This design comes from an exercise in tuning for small area, a short achievable clock period and few clock cycles on the open sky130 flow, not from production work. Power is estimated from default activity; no workload was simulated.

==> flow/design.v <==
module maze(clk, reset, start_i, row_i, action_o, coord_o);
    input clk, reset, start_i;
    input [15:0] row_i;
    output reg [1:0] action_o;
    output [5:0] coord_o;
    localparam [1:0] A_IDLE = 2'b00, A_IN = 2'b01, A_CAL = 2'b10, A_OUT = 2'b11;
    reg [63:0] s1, s0;
    reg [8:0]  ph;      
    reg        ld;      
    reg [1:0]  T;       
    reg [1:0]  dm;      
    reg        tgt;     
    reg [7:0]  cpos, rpos;
    wire load = ld | ph[7];
    wire walk = (action_o == A_OUT);
    wire [7:0] in1, in0, isst;
    genvar g;
    generate for (g = 0; g < 8; g = g + 1) begin : col
        assign in1[g]  =  row_i[15-2*g] &  row_i[14-2*g];
        assign in0[g]  = ~row_i[15-2*g] &  row_i[14-2*g];
        assign isst[g] =  row_i[15-2*g] & ~row_i[14-2*g];
    end endgenerate
    wire       found = load & |isst;
    wire       last  = ph[7];    
    wire [7:0] ldr   = ph[7:0];
    reg [63:0] x1, x0;
    integer k;
    always @* begin
        x1 = s1;
        x0 = s0;
        for (k = 7; k < 64; k = k + 8) begin
            x1[k] = last ? in1[k >> 3] : s1[k];
            x0[k] = last ? in0[k >> 3] : s0[k];
        end
    end
    wire [63:0] ROW0 = 64'h0101010101010101;
    wire [63:0] ROW7 = 64'h8080808080808080;
    wire [63:0] nb  = ((x1 >> 1) & ~ROW7) | ((x1 << 1) & ~ROW0) | (x1 >> 8) | (x1 << 8);
    wire [63:0] nw  = nb & ~x1 & ~x0 & {64{~ld}};
    wire        lab = T[1] ^ T[0];       
    always @(posedge clk) begin
        for (k = 0; k < 64; k = k + 1) begin
            if (ldr[k & 7] & ((k & 7) != 7)) begin
                s1[k] <= in1[k >> 3];
                s0[k] <= in0[k >> 3];
            end else begin
                s1[k] <= x1[k] | nw[k];
                s0[k] <= x0[k] | (nw[k] & lab);
            end
        end
    end
    wire [63:0] G = s1 & ~(s0 ^ {64{tgt}});
    reg  [7:0] cv, rv;    
    integer a, b;
    always @* begin
        for (a = 0; a < 8; a = a + 1) begin
            cv[a] = 1'b0;
            rv[a] = 1'b0;
            for (b = 0; b < 8; b = b + 1) begin
                cv[a] = cv[a] | (cpos[b] & G[b*8+a]);
                rv[a] = rv[a] | (rpos[b] & G[a*8+b]);
            end
        end
    end
    wire up    = |(rpos[7:1] & cv[6:0]);
    wire down  = |(rpos[6:0] & cv[7:1]);
    wire left  = |(cpos[7:1] & rv[6:0]);
    wire right = |(cpos[6:0] & rv[7:1]);
    wire reach = up | down | left | right;
    function [2:0] enc(input [7:0] x);
        enc = {|x[7:4], x[2] | x[3] | x[6] | x[7], x[1] | x[3] | x[5] | x[7]};
    endfunction
    wire [2:0] cc = enc(cpos);
    wire [2:0] cr = enc(rpos);
    assign coord_o = {cc, cr};
    wire mu = walk & up;
    wire md = walk & ~up & down;
    wire mv = walk & ~(up | down);           
    wire ml = mv & left;
    wire mr = mv & ~left;
    wire hold = ~found & ~walk;
    wire pd = cc[0] ^ cr[0] ^ row_i[4] ^ row_i[0];    
    always @(posedge clk) begin
        rpos <= ({8{found}} & ph[7:0]) | ({8{hold | mv}} & rpos)
              | ({8{mu}} & (rpos >> 1)) | ({8{md}} & (rpos << 1));
        cpos <= ({8{found}} & isst) | ({8{hold | mu | md}} & cpos)
              | ({8{ml}} & (cpos >> 1)) | ({8{mr}} & (cpos << 1));
    end
    always @(posedge clk) begin
        if (ld) T <= 2'd0;
        else    T <= T + 2'd1;
        if (walk)                  dm <= dm - 2'd1;
        else if (action_o == A_IN) dm <= {~pd, pd};
        else                       dm <= T + 2'd1;
        tgt <= (walk & ~dm[1]) | (~walk & ~load & ((reach & tgt) | (~reach & lab)));
    end
    always @(posedge clk) begin
        case (action_o)
            A_IDLE:  begin ph <= {8'd0, start_i}; ld <= start_i; end
            A_IN:    begin ph <= ph << 1;         ld <= ld & ~ph[6]; end
            default: begin ph <= 9'd0;            ld <= 1'b0; end
        endcase
    end
    always @(posedge clk or posedge reset) begin
        if (reset) begin
            action_o <= A_IDLE;
        end else begin
            case (action_o)
                A_IDLE: if (start_i) action_o <= A_IN;
                A_IN:   if (ph[8]) action_o <= reach ? A_OUT : A_CAL;
                A_CAL: if (reach) action_o <= A_OUT;
                A_OUT: if (!reach) action_o <= A_IDLE;    
            endcase
        end
    end
endmodule
export LEC_CHECK = 0
export ABC_AREA = 1
export CAP_MARGIN = 20
export CORE_MARGIN = 2
export CORE_UTILIZATION = 40
export CTS_BUF_LIST = sky130_fd_sc_hd__clkbuf_4 sky130_fd_sc_hd__clkbuf_8
export CTS_CLUSTER_DIAMETER = 80
export CTS_CLUSTER_SIZE = 30
export SETUP_SLACK_MARGIN = 1.3
export SLEW_MARGIN = 20
create_clock -name core_clock -period 3.7 [get_ports {clk}]
run.sh (not shown) runs the stock make flow with config.mk's settings and CLKGATE_MAP_FILE= SYNTH_SCRIPT=/design/flow/synth_recipe.tcl, a recipe that flattens the netlist after the stock synthesis.
The first run ran to the end with no violations.
Rerun with:
==> flow/design.v (replaced) <==
module maze(clk, reset, start_i, row_i, action_o, coord_o);
    input clk, reset, start_i;
    input [15:0] row_i;
    output reg [1:0] action_o;
    output [5:0] coord_o;
    localparam [1:0] A_IDLE = 2'b00, A_IN = 2'b01, A_CAL = 2'b10, A_OUT = 2'b11;
    reg [63:0] s1, s0;
    reg [8:0]  ph;      
    reg        ld;      
    reg        ef;      
    reg        bon;     
    reg [1:0]  T;       
    reg [1:0]  dm;      
    reg        tgt;     
    reg [7:0]  cpos, rpos;
    wire load = ld | ph[7];
    wire walk = (action_o == A_OUT);
    wire [7:0] in1, in0, isst;
    genvar g;
    generate for (g = 0; g < 8; g = g + 1) begin : col
        assign in1[g]  =  row_i[15-2*g] &  row_i[14-2*g];
        assign in0[g]  = ~row_i[15-2*g] &  row_i[14-2*g];
        assign isst[g] =  row_i[15-2*g] & ~row_i[14-2*g];
    end endgenerate
    wire       found = load & |isst;
    wire       last  = ph[7];    
    wire [7:0] ldr   = {1'b0, ph[6:0] | {ph[5:0], 1'b0}};
    reg [63:0] x1, x0;
    integer k;
    always @* begin
        x1 = s1;
        x0 = s0;
        for (k = 7; k < 64; k = k + 8) begin
            x1[k] = last ? in1[k >> 3] : s1[k];
            x0[k] = last ? in0[k >> 3] : s0[k];
        end
    end
    wire [63:0] ROW0 = 64'h0101010101010101;
    wire [63:0] ROW7 = 64'h8080808080808080;
    wire [63:0] nb  = ((x1 >> 1) & ~ROW7) | ((x1 << 1) & ~ROW0) | (x1 >> 8) | (x1 << 8);
    wire        en  = ~ld | bon;
    wire [63:0] nw  = nb & ~x1 & ~x0 & {64{en}};
    wire        lab = T[1] ^ T[0];       
    always @(posedge clk) begin
        for (k = 0; k < 64; k = k + 1) begin
            if (ldr[k & 7] & ((k & 7) != 7)) begin
                s1[k] <= in1[k >> 3];
                s0[k] <= in0[k >> 3];
            end else begin
                s1[k] <= x1[k] | nw[k];
                s0[k] <= x0[k] | (nw[k] & lab);
            end
        end
    end
    reg  [7:0] c1, c0, r1, r0;    
    integer a, b;
    always @* begin
        for (a = 0; a < 8; a = a + 1) begin
            c1[a] = 1'b0; c0[a] = 1'b0;
            r1[a] = 1'b0; r0[a] = 1'b0;
            for (b = 0; b < 8; b = b + 1) begin
                c1[a] = c1[a] | (cpos[b] & s1[b*8+a]);
                c0[a] = c0[a] | (cpos[b] & s0[b*8+a]);
                r1[a] = r1[a] | (rpos[b] & s1[a*8+b]);
                r0[a] = r0[a] | (rpos[b] & s0[a*8+b]);
            end
        end
    end
    wire [7:0] cv = c1 & ~(c0 ^ {8{tgt}});
    wire [7:0] rv = r1 & ~(r0 ^ {8{tgt}});
    wire up    = |(rpos[7:1] & cv[6:0]);
    wire down  = |(rpos[6:0] & cv[7:1]);
    wire left  = |(cpos[7:1] & rv[6:0]);
    wire right = |(cpos[6:0] & rv[7:1]);
    wire reach = up | down | left | right;
    wire sv = |(rpos & c1);
    wire ls = |(rpos & c0);
    function [2:0] enc(input [7:0] x);
        enc = {|x[7:4], x[2] | x[3] | x[6] | x[7], x[1] | x[3] | x[5] | x[7]};
    endfunction
    wire [2:0] cc = enc(cpos);
    wire [2:0] cr = enc(rpos);
    assign coord_o = {cc, cr};
    wire mu = walk & up;
    wire md = walk & ~up & down;
    wire mv = walk & ~(up | down);           
    wire ml = mv & left;
    wire mr = mv & ~left;
    wire hold = ~found & ~walk;
    wire pd = cc[0] ^ cr[0] ^ row_i[4] ^ row_i[0];    
    wire w8 = ph[8];
    always @(posedge clk) begin
        rpos <= ({8{found}} & ph[7:0]) | ({8{hold | mv}} & rpos)
              | ({8{mu}} & (rpos >> 1)) | ({8{md}} & (rpos << 1));
        cpos <= ({8{found}} & isst) | ({8{hold | mu | md}} & cpos)
              | ({8{ml}} & (cpos >> 1)) | ({8{mr}} & (cpos << 1));
    end
    always @(posedge clk) begin
        if (en) T <= T + 2'd1;
        else    T <= 2'd0;
        if (walk)            dm <= dm - 2'd1;
        else if (w8 & sv)    dm <= {ls, pd};
        else                 dm <= T + 2'd1;
        if (walk)               tgt <= ~dm[1];
        else if (w8 & sv)       tgt <= ~(ls ^ pd);
        else if (reach & ~load) tgt <= tgt;
        else                    tgt <= en & lab;
    end
    always @(posedge clk) begin
        case (action_o)
            A_IDLE:  begin ph <= {8'd0, start_i}; ld <= start_i; ef <= 1'b0; bon <= 1'b0; end
            A_IN:    begin ph <= ph << 1;         ld <= ld & ~ph[6]; ef <= ef | (load & |in1); bon <= ef; end
            default: begin ph <= 9'd0;            ld <= 1'b0; end
        endcase
    end
    always @(posedge clk or posedge reset) begin
        if (reset) begin
            action_o <= A_IDLE;
        end else begin
            case (action_o)
                A_IDLE: if (start_i) action_o <= A_IN;
                A_IN:   if (w8) action_o <= (sv | reach) ? A_OUT : A_CAL;
                A_CAL: if (reach) action_o <= A_OUT;
                A_OUT: if (!reach) action_o <= A_IDLE;    
            endcase
        end
    end
endmodule
Cell area increases by a few percent. Count of clock-buffer cells in the layout decreases by 2. Synthesized area goes up by a few percent. Via count came out higher by roughly a tenth. Die area is higher by a few percent. Wire length goes up by a quarter to a third. Non-clock buffer count rose by 8. Maximum frequency increases by a few percent. Sequential share of layout area barely changes. Sequential power rises by roughly a tenth. Total power rises by a few percent. Synthesized cell count rises by roughly a tenth. Worst hold slack is worse by 0.024 ns.
No run of this note included a check of the RTL's function; only the layout flow was run.

==> re-timing with driven ports <==
The results above use ideal ports. As a check the final layouts listed here were re-extracted and re-timed, cells and wires unchanged. Step 1 assumes that a clkbuf_16 drives the clock port and a buf_2 every other input. Step 2 moves the port delays by t, midway between the first and last clock arrival at a register: inputs arrive t later, outputs are due t later. That takes back most of the time a late clock gives input paths. Slacks: ideal / step 1 / step 2; pairs: ideal / step 1.
| run | t, ns | setup WS [ns] | worst setup path after step 2 | worst slew at a driven data input, ns | cell pins on the clock port's net |
|---|---|---|---|---|---|
| the first run | 0.514 | 1.249 / 1.249 / 0.858 | input to register | 0.03 | 1 |
| the second run | 0.534 | 1.313 / 1.265 / 0.891 | input to register | 0.05 | 1 |
After both steps setup and hold are still met in every run listed. The setup slack of the second run, which loses most, moves by -0.048 ns with the drivers and by -0.422 ns with both steps.
